Source: an optimization exercise on an open RTL-to-GDS flow (aim: small area and a short achievable clock period). Production flows keep margins and buffers that such runs may drop.
Only simulation tests tie the RTL to the original design; equivalence was not proved.
No driver is modelled on the clock port, so clock power and skew are understated where the tree is cut down; a real chip needs a root buffer or a tree.
Power figures rest on the tool's default switching activity, not on a simulated workload.

## P
// FIR
module FIR
#(
parameter data_in = 16,
parameter no_tap = 10
)
(
    input i_clk,
    input signed [data_in-1:0] i_serial_in ,
    input i_data_wr,
    output signed [2*data_in-1:0] o_data_out ,
    output o_data_rdy,
    input i_reset
    );
    reg [15:0] r [0:8];
    reg [15:0] hold;
    reg [25:0] acc;          
    reg        c1, c2, c3;
    reg [25:0] out;
    reg        rdy;
    reg        wr;           
    reg        ld;           
    reg  [3:0] lab;          
    reg  [3:0] k;            
    reg        e0;           
    reg        e1;           
    reg        repl;         
    reg        fls;          
    reg        zap;          
    reg sA256, sA16, sAh, sAl, sB4n, sBh, sB1;
    integer i;
    wire       wr_n  = !i_reset && i_data_wr && !wr;
    wire       wrq   = i_data_wr && !wr;                   
    wire [3:0] lab1  = (lab == 4'd8) ? 4'd0 : lab + 4'd1;
    wire [3:0] lab2  = (lab == 4'd7) ? 4'd0 : (lab == 4'd8) ? 4'd1 : lab + 4'd2;
    wire [3:0] lab_n = wr ? lab2 : lab1;
    wire [3:0] k_n   = wr ? 4'd1 : (k == 4'd11 ? 4'd11 : k + 4'd1);
    wire       e0_n  = e0 && !wr;
    wire       e1_n  = wr ? e0 : e1;
    wire       rd_n  = (k_n != 4'd0) && (k_n <= 4'd9);    
    wire       rr_n  = rd_n && !e1_n;                      
    wire [3:0] age_n = (lab_n == 4'd0) ? 4'd9 : lab_n;     
    always @(posedge i_clk) begin
        wr   <= wr_n;
        ld   <= wr_n && !e0;
        rdy  <= !i_reset && wr;
        lab  <= i_reset ? 4'd0 : lab_n;
        k    <= k_n;
        e0   <= i_reset || e0_n;
        e1   <= i_reset || e1_n;
        repl <= (lab_n == 4'd0) && (k_n >= 4'd2) && (k_n <= 4'd10);
        zap  <= e1_n && (lab_n != 4'd0);
        fls  <= (k_n == 4'd10) && !wrq;
        sA256<= rr_n && (age_n == 4'd3 || age_n == 4'd5 || age_n == 4'd9);
        sB4n <= rr_n && (age_n == 4'd3 || age_n == 4'd4 || age_n == 4'd5 ||
                         age_n == 4'd6 || age_n == 4'd9);
  ...
Settings: LEC_CHECK=0, CAP_MARGIN=20, CORE_MARGIN=2, CORE_UTILIZATION=65, PLACE_DENSITY=0.75, SLEW_MARGIN=20; clock period 10.0 ns.
standard.sh (not shown) runs the stock make flow with config.mk's settings and CLKGATE_MAP_FILE= SYNTH_SCRIPT=/design/flow/synth_recipe.tcl, a recipe that flattens the netlist after the stock synthesis.
==> flow/flow/run.sh <==
#!/bin/bash
# The standard layout (standard.sh: ORFS from synthesis to the routed
# layout, with the standard synthesis unchanged), with these changes to how
# the layout is made:
#  - repair_timing is asked to leave 7 ns of setup slack instead of 0, so it
#    keeps sizing the critical paths below the 10 ns clock;
#  - the port buffers that buffer_ports inserts are buf_2;
#  - clock tree synthesis uses a buf_16 root and buf_12 leaves in clusters of up to 30 registers,
#    inserts no dummy loads, and (flow/pre_cts.tcl) drives the leaf buffers
#    straight from the root buffer, without the H-tree level between them.
# Each tool's full output goes to ORFS's logs under orfs/logs; make's own
# output goes to make_finish.log in this folder.
set -euo pipefail
bash standard.sh SETUP_SLACK_MARGIN=7 \
  "BUFFER_PORTS_ARGS=-buffer_cell sky130_fd_sc_hd__buf_2" \
  "CTS_ARGS=-sink_clustering_enable -repair_clock_nets -dont_use_dummy_load -buf_list sky130_fd_sc_hd__buf_12 -root_buf sky130_fd_sc_hd__buf_16 -sink_clustering_size 30 -sink_clustering_max_diameter 80" \
  "PRE_CTS_TCL=$PWD/flow/pre_cts.tcl" \
  finish > make_finish.log 2>&1
==> flow/flow/pre_cts.tcl <==
# Wraps clock_tree_synthesis. TritonCTS builds a root buffer, one or more
# H-tree levels and leaf buffers; this connects the leaf buffers straight to
# the root buffer's output and deletes the H-tree level buffers, so every
# register's clock passes through the same two buffers (root, leaf) and the
# whole tree has less delay. No register's clock is delayed.
rename clock_tree_synthesis my_cts_orig
proc clock_tree_synthesis {args} {
  my_cts_orig {*}$args
  set block [ord::get_db_block]
  set removed 0
  foreach inst [$block getInsts] {
    set name [$inst getName]
    if {![regexp {^clkbuf_[1-9][0-9]*_[0-9]+__f_} $name]} continue
    set in_net [[$inst findITerm A] getNet]
    set out_net [[$inst findITerm X] getNet]
    foreach it [$out_net getITerms] {
      if {[$it getInst] != $inst} { $it disconnect; $it connect $in_net }
    }
    odb::dbInst_destroy $inst
    odb::dbNet_destroy $out_net
    incr removed
  }
  puts "pre_cts.tcl: removed $removed H-tree level clock buffers"
}
--- input diff P..Q ---
# P
export LEC_CHECK = 0
export CAP_MARGIN = 20
export CORE_MARGIN = 2
export CORE_UTILIZATION = 65
export PLACE_DENSITY = 0.75
export SLEW_MARGIN = 20
create_clock -name core_clock -period 10.0 [get_ports {i_clk}]
# Q
export LEC_CHECK = 0
export CAP_MARGIN = 20
export CORE_MARGIN = 2
export CORE_UTILIZATION = 70
export PLACE_DENSITY = 0.8
export SLEW_MARGIN = 20
create_clock -name core_clock -period 10.0 [get_ports {i_clk}]
==> flow/flow/run.sh <==
#!/bin/bash
# The standard layout (standard.sh: ORFS from synthesis to the routed
# layout, with the standard synthesis unchanged), with these changes to how
# the layout is made:
#  - repair_timing is asked to leave 7.1 ns of setup slack instead of 0, so it
#    keeps sizing the critical paths below the 10 ns clock;
#  - the port buffers that buffer_ports inserts are buf_2;
#  - clock tree synthesis uses a buf_16 root and buf_12 leaves in clusters of up to 25 registers,
#    inserts no dummy loads, and (flow/pre_cts.tcl) drives the leaf buffers
#    straight from the root buffer, without the H-tree level between them.
# Each tool's full output goes to ORFS's logs under orfs/logs; make's own
# output goes to make_finish.log in this folder.
set -euo pipefail
bash standard.sh SETUP_SLACK_MARGIN=7.1 \
  "BUFFER_PORTS_ARGS=-buffer_cell sky130_fd_sc_hd__buf_2" \
  "CTS_ARGS=-sink_clustering_enable -repair_clock_nets -dont_use_dummy_load -buf_list sky130_fd_sc_hd__buf_12 -root_buf sky130_fd_sc_hd__buf_16 -sink_clustering_size 25 -sink_clustering_max_diameter 70" \
  "PRE_CTS_TCL=$PWD/flow/pre_cts.tcl" \
  finish > make_finish.log 2>&1
## What came out
From P to Q, number of unique standard cell types used by synthesis did not move at all. Largest voltage drop on the vdd net (P / Q): 0.926. Total power: Q above P. Routed wire length: Q worse than P.

FIR, a different RTL version from the one above (not shown whole).
Size: about 770 cells after synthesis, about 240 flip-flops, ~0.0086 mm² of cells after synthesis.
clock: 10.0 ns
lec_check: 0
cap_margin: 20
core_margin: 2
core_utilization: 65
place_density: 0.75
slew_margin: 20
==> flow/flow/run.sh <==
#!/bin/bash
# The standard layout (standard.sh: ORFS from synthesis to the routed
# layout, with the standard synthesis unchanged), with these changes to how
# the layout is made:
#  - repair_timing is asked to leave 7 ns of setup slack instead of 0, so it
#    keeps sizing the critical paths below the 10 ns clock;
#  - the port buffers that buffer_ports inserts are buf_2;
#  - clock tree synthesis uses clkbuf_16 in clusters of up to 30 registers,
#    inserts no dummy loads, and (flow/pre_cts.tcl) drives the leaf buffers
#    straight from the root buffer, without the H-tree level between them.
# Each tool's full output goes to ORFS's logs under orfs/logs; make's own
# output goes to make_finish.log in this folder.
set -euo pipefail
bash standard.sh SETUP_SLACK_MARGIN=7 \
  "BUFFER_PORTS_ARGS=-buffer_cell sky130_fd_sc_hd__buf_2" \
  "CTS_ARGS=-sink_clustering_enable -repair_clock_nets -dont_use_dummy_load -buf_list sky130_fd_sc_hd__clkbuf_16 -sink_clustering_size 30 -sink_clustering_max_diameter 80" \
  "PRE_CTS_TCL=$PWD/flow/pre_cts.tcl" \
  finish > make_finish.log 2>&1
Scripts as last shown in full above: flow/flow/pre_cts.tcl
Next try:
--- a/flow/flow/run.sh
+++ b/flow/flow/run.sh
@@ -8 +8 @@
-#  - clock tree synthesis uses clkbuf_16 in clusters of up to 30 registers,
+#  - clock tree synthesis uses clkbuf_16 in clusters of up to 25 registers,
@@ -16 +16 @@
-  "CTS_ARGS=-sink_clustering_enable -repair_clock_nets -dont_use_dummy_load -buf_list sky130_fd_sc_hd__clkbuf_16 -sink_clustering_size 30 -sink_clustering_max_diameter 80" \
+  "CTS_ARGS=-sink_clustering_enable -repair_clock_nets -dont_use_dummy_load -buf_list sky130_fd_sc_hd__clkbuf_16 -sink_clustering_size 25 -sink_clustering_max_diameter 70" \
Effect: Critical path depth stays the same. Setup slack is worse by 0.022 ns. Power rose by 0.92%. Combinational power stays flat. Sequential cell count stays the same. Clock-buffer cell count rose by 1. Clock skew fell by 0.0060 ns. Sequential power hardly moves. Global-route usage rose by 0.25 points.

run A:
Another version of the RTL of FIR (not shown whole).
Size: about 790 cells after synthesis, ~230 flip-flops, roughly 8600 um2 of cells after synthesis.
clock: 10.0 ns
lec_check: 0
cap_margin: 20
core_margin: 2
core_utilization: 65
place_density: 0.75
slew_margin: 20
==> flow/flow/run.sh <==
#!/bin/bash
# Standard ORFS layout (the standard.sh), with repair_timing asked to
# leave more setup slack than the default so it keeps improving the paths.
set -euo pipefail
bash standard.sh SETUP_SLACK_MARGIN=7 "BUFFER_PORTS_ARGS=-buffer_cell sky130_fd_sc_hd__buf_2" "CTS_ARGS=-sink_clustering_enable -repair_clock_nets -dont_use_dummy_load -buf_list sky130_fd_sc_hd__clkbuf_16 -sink_clustering_size 30 -sink_clustering_max_diameter 80" finish > make_finish.log 2>&1
## Diff of input files: run B against run A
==> flow/flow/run.sh <==
#!/bin/bash
# Standard ORFS layout (the standard.sh), with repair_timing asked to
# leave more setup slack than the default so it keeps improving the paths.
set -euo pipefail
bash standard.sh SETUP_SLACK_MARGIN=7 "BUFFER_PORTS_ARGS=-buffer_cell sky130_fd_sc_hd__buf_2" "CTS_ARGS=-sink_clustering_enable -repair_clock_nets -dont_use_dummy_load -buf_list sky130_fd_sc_hd__clkbuf_8" finish > make_finish.log 2>&1
--- outcome ---
Area growth from synthesis to layout: run B vs run A up 2.1 points
Compared with run A, in run B count of buffers not belonging to the clock network in the layout -2.9%; final core utilization +1.4 points.
Between run A and run B, number of buffers added for setup after CTS is higher for run A, run B comes in under that.
Comparing run A and run B, sum of met3 wire segment lengths after detailed routing is higher on run B.
Re finished layout cell area: run A and run B aren't equal, and the higher value belongs to run B.
[compare] base=run A new=run B: worst hold slack down 5.6 ps, final period demand of the worst path up 3.6 ps.
Inputs modified between run B and run C:
==> flow/flow/run.sh <==
#!/bin/bash
# Standard ORFS layout (the standard.sh), with repair_timing asked to
# leave more setup slack than the default so it keeps improving the paths.
set -euo pipefail
bash standard.sh SETUP_SLACK_MARGIN=7 "BUFFER_PORTS_ARGS=-buffer_cell sky130_fd_sc_hd__buf_1" "CTS_ARGS=-sink_clustering_enable -repair_clock_nets -dont_use_dummy_load -buf_list sky130_fd_sc_hd__clkbuf_8 -sink_clustering_size 20 -sink_clustering_max_diameter 60" finish > make_finish.log 2>&1
Results
- Switching power summed over all nets down 0.000064 W in run C wrt run B
- Against run B, run C reports a register-to-register slack that is lower.
- The run showing the greater via count is run B.
- Worst hold slack was higher in the run labelled run C.
- Status: synthesized cell count parity (run C, run B)
- Comparing the two runs side by side, run C comes out behind run B on relative slew slack.
- The wire length of the first global-routing pass in run C is 0.944 times that in run B.
- Summary: with run B as the reference, detailed-route wire length in run C moved down by a few percent.
- Re multi-input logic cell count: no difference whatsoever between run B and run C.
- Cell-internal power in run C is about 10% below run B.
diff inputs: run C => run D
- a change of PLACE_DENSITY from 0.75 to 0.85
- a change of CORE_UTILIZATION from 65 to 75
==> flow/flow/run.sh <==
#!/bin/bash
# Standard ORFS layout (the standard.sh), with repair_timing asked to
# leave more setup slack than the default so it keeps improving the paths.
set -euo pipefail
bash standard.sh SETUP_SLACK_MARGIN=7 "BUFFER_PORTS_ARGS=-buffer_cell sky130_fd_sc_hd__buf_2" "CTS_ARGS=-sink_clustering_enable -repair_clock_nets -dont_use_dummy_load -buf_list sky130_fd_sc_hd__clkbuf_16 -sink_clustering_size 30 -sink_clustering_max_diameter 80" finish > make_finish.log 2>&1
[summary]
When run D is measured against run C, its cell internal power dissipation turns out 4.5% higher.
Ratio of total power to cell area on run D is up relative to run C.
Run C vs run D, type of the setup path with the least slack: flip-flop to primary output vs flip-flop to flip-flop
Sort run D and run C by detailed router's first-iteration violation count desc -> top: run D
Summary — core utilization, run D relative to run C: higher, by 9.6 points.
Met1 global-route usage: run D > run C
Sequential cell area share, run D and run C: lower on run D
For the cell count after placement, run D came in 3.1% lower than run C did.

The RTL this note starts from:
==> flow/design.v <==
`timescale 1ns / 1ps
module FIR
#(
parameter data_in = 16,
parameter no_tap = 10
)
(
    input i_clk,
    input signed [data_in-1:0] i_serial_in ,
    input i_data_wr,
    output signed [2*data_in-1:0] o_data_out ,
    output o_data_rdy,
    input i_reset
    );
    reg [15:0] r [0:8];
    reg [15:0] hold;
    reg [25:0] acc;          
    reg        c1, c2;
    reg [25:0] out;
    reg        rdy;
    reg        wr;           
    reg        ld;           
    reg  [3:0] lab;          
    reg  [3:0] k;            
    reg        e0;           
    reg        e1;           
    reg        repl;         
    reg        zap;          
    reg sA256, sA8, sAh, sAl, sB4n, sB4p, sBh, sB1;
    integer i;
    wire       wr_n  = !i_reset && i_data_wr && !wr;
    wire [3:0] lab_p = lab + 4'd1 + {3'd0, wr};
    wire [3:0] lab_n = (lab_p >= 4'd9) ? lab_p - 4'd9 : lab_p;
    wire [3:0] k_n   = wr ? 4'd1 : (k == 4'd11 ? 4'd11 : k + 4'd1);
    wire       e0_n  = e0 && !wr;
    wire       e1_n  = wr ? e0 : e1;
    wire       rd_n  = (k_n != 4'd0) && (k_n <= 4'd9);    
    wire       rr_n  = rd_n && !e1_n;                      
    wire [3:0] age_n = (lab_n == 4'd0) ? 4'd9 : lab_n;     
    always @(posedge i_clk) begin
        wr   <= wr_n;
        ld   <= wr_n && !e0;
        rdy  <= !i_reset && wr;
        lab  <= i_reset ? 4'd0 : lab_n;
        k    <= k_n;
        e0   <= i_reset || e0_n;
        e1   <= i_reset || e1_n;
        repl <= (lab_n == 4'd0) && (k_n >= 4'd2) && (k_n <= 4'd10);
        zap  <= e1_n && (lab_n != 4'd0);
        sA256<= rr_n && (age_n == 4'd3 || age_n == 4'd5 || age_n == 4'd9);
        sB4n <= rr_n && (age_n == 4'd3 || age_n == 4'd5 || age_n == 4'd9);
        sA8  <= rr_n && (age_n == 4'd4 || age_n == 4'd6);
        sB4p <= rr_n && (age_n == 4'd4 || age_n == 4'd6);
        sB1  <= rr_n && (age_n == 4'd7);
        sAl  <= rr_n && (age_n == 4'd2 || age_n == 4'd8);
        sAh  <= rd_n && !e0_n && (age_n == 4'd1);
        sBh  <= rd_n && !e0_n && (age_n == 4'd1);
    end
    always @(posedge i_clk) begin
        r[0] <= repl ? hold : (zap ? 16'd0 : r[8]);
        for (i = 1; i < 9; i = i + 1) r[i] <= r[i-1];
        if (wr) hold <= i_serial_in;
    end
    wire [15:0] x  = r[8];
    wire [15:0] fx = {~x[15], x[14:0]};                
    wire [15:0] gx = {x[15], ~x[14:0]};                
    wire [15:0] fl = {~r[7][15], r[7][14:0]};
    wire [15:0] fh = {~hold[15], hold[14:0]};
    wire [25:0] laneA = (sA256 ? {2'd0, fx, 8'd0}  : 26'd0)
                      | (sA8   ? {7'd0, fx, 3'd0}  : 26'd0)
                      | (sAh   ? {7'd0, fh, 3'd0}  : 26'd0)
                      | (sAl   ? {10'd0, fl}       : 26'd0);
    wire [25:0] laneB = (sB4n  ? {8'd0, gx, 2'd0}  : 26'd0)
                      | (sB4p  ? {8'd0, fx, 2'd0}  : 26'd0)
                      | (sBh   ? {9'd0, fh, 1'd0}  : 26'd0)
                      | (sB1   ? {10'd0, fx}       : 26'd0);
    wire [25:0] cinit = e0 ? 26'h3fb0000 : 26'h267800c;
    wire [25:0] a0 = wr ? cinit : acc;
    wire [25:0] ps = a0 ^ laneA ^ laneB;
    wire [25:0] pc = {(a0[24:0] & laneA[24:0]) | (a0[24:0] & laneB[24:0]) | (laneA[24:0] & laneB[24:0]), 1'b0};
    wire [9:0]  lo = {1'b0, ps[8:0]} + {1'b0, pc[8:0]};
    wire [10:0] mc = {1'b0, ps[17:9], 1'b1} + {1'b0, pc[17:9], c1 & !wr};
    wire [8:0]  hc = {ps[25:18], 1'b1} + {pc[25:18], c2 & !wr};
    wire [7:0]  ohi = acc[25:18] + {7'd0, c2};
    always @(posedge i_clk) begin
        acc <= {hc[8:1], mc[9:1], lo[8:0]};
        c1  <= lo[9];
        c2  <= mc[10];
        if (i_reset) out <= 26'd0;
        else if (ld) out <= {ohi, acc[17:0]};
    end
    assign o_data_rdy = rdy;
    assign o_data_out = {{6{out[25]}}, out};
endmodule
==> flow/config.mk <==
export PLATFORM = sky130hd
export DESIGN_NAME = FIR
export DESIGN_NICKNAME = FIR
export VERILOG_FILES = /design/flow/design.v
export SDC_FILE = /design/flow/constraint.sdc
export NUM_CORES = 4
export LEC_CHECK = 0
export CAP_MARGIN = 20
export CORE_MARGIN = 2
export CORE_UTILIZATION = 65
export PLACE_DENSITY = 0.75
export SLEW_MARGIN = 20
==> flow/constraint.sdc <==
create_clock -name core_clock -period 10.0 [get_ports {i_clk}]
set_input_delay 2.0000 -clock core_clock [delete_from_list [all_inputs] [get_ports {i_clk}]]
set_output_delay 2.0000 -clock core_clock [all_outputs]
set_load 0.01 [all_outputs]
==> flow/flow/run.sh <==
#!/bin/bash
# Standard ORFS layout (the standard.sh), with repair_timing asked to
# leave more setup slack than the default so it keeps improving the paths.
set -euo pipefail
bash standard.sh SETUP_SLACK_MARGIN=7 "BUFFER_PORTS_ARGS=-buffer_cell sky130_fd_sc_hd__buf_2" "CTS_ARGS=-sink_clustering_enable -repair_clock_nets -dont_use_dummy_load -root_buf sky130_fd_sc_hd__clkbuf_16 -tree_buf sky130_fd_sc_hd__clkbuf_16 -buf_list sky130_fd_sc_hd__clkbuf_8" finish > make_finish.log 2>&1
Edit:
==> flow/flow/run.sh (replaced) <==
#!/bin/bash
# The standard layout (standard.sh: ORFS from synthesis to the routed
# layout, with the standard synthesis unchanged), with three changes to how
# the layout is made:
#  - repair_timing is asked to leave 7 ns of setup slack instead of 0, so it
#    keeps sizing the critical paths below the 10 ns clock;
#  - the port buffers that buffer_ports inserts are buf_2;
#  - clock tree synthesis uses clkbuf_8 and inserts no dummy loads.
# Each tool's full output goes to ORFS's logs under orfs/logs; make's own
# output goes to make_finish.log in this folder.
set -euo pipefail
bash standard.sh SETUP_SLACK_MARGIN=7 \
  "BUFFER_PORTS_ARGS=-buffer_cell sky130_fd_sc_hd__buf_2" \
  "CTS_ARGS=-sink_clustering_enable -repair_clock_nets -dont_use_dummy_load -buf_list sky130_fd_sc_hd__clkbuf_8" \
  finish > make_finish.log 2>&1
What happened:
- core utilization decreases by 0.18 points
- worst setup slack got worse by 0.035 ns
- non-clock buffer count increases by 3
- critical path depth does not change

what the ideal ports hide:
The results above use ideal ports. As a check the final layouts listed here were re-extracted and re-timed, cells and wires unchanged.
Step 1 sets driving cells, clkbuf_16 on the clock port and buf_2 on the other inputs (assumed; they add their load-dependent delay and slew).
Step 2 moves the port delays by t, midway between the first and last clock arrival at a register: inputs arrive t later, outputs are due t later. That takes back most of the time a late clock gives input paths.
a / b / c = ideal ports / drivers / drivers and shift; a / b = the first two.
run	shift t [ns]	slack for setup (ns)	hold WS [ns]	clock arrival spread, ns
P	0.388	7.083 / 7.038 / 7.138	0.300 / 0.300 / 0.300	0.032 / 0.032
Q	0.395	7.136 / 7.089 / 7.185	0.324 / 0.324 / 0.324	0.032 / 0.032
the first run of note 2	0.433	7.105 / 7.063 / 6.876	0.284 / 0.284 / 0.284	0.043 / 0.043
the second run of note 2	0.439	7.083 / 7.042 / 6.870	0.311 / 0.311 / 0.311	0.040 / 0.040
run A	0.485	7.021 / 6.980 / 7.029	0.322 / 0.322 / 0.322	0.064 / 0.064
run B	0.526	7.018 / 6.981 / 6.994	0.317 / 0.317 / 0.317	0.032 / 0.033
run C	0.518	6.972 / 6.935 / 7.097	0.328 / 0.328 / 0.328	0.050 / 0.050
run D	0.495	6.918 / 6.918 / 6.918	0.325 / 0.325 / 0.325	0.035 / 0.035
the first run of note 4	0.491	7.052 / 7.009 / 7.000	0.318 / 0.318 / 0.318	0.034 / 0.034
the second run of note 4	0.526	7.018 / 6.981 / 6.994	0.317 / 0.317 / 0.317	0.032 / 0.033
After both steps every run listed still meets setup and hold. For the first run of note 2, which loses most, drivers alone change the setup slack by -0.042 ns; drivers and shift together by -0.229 ns.
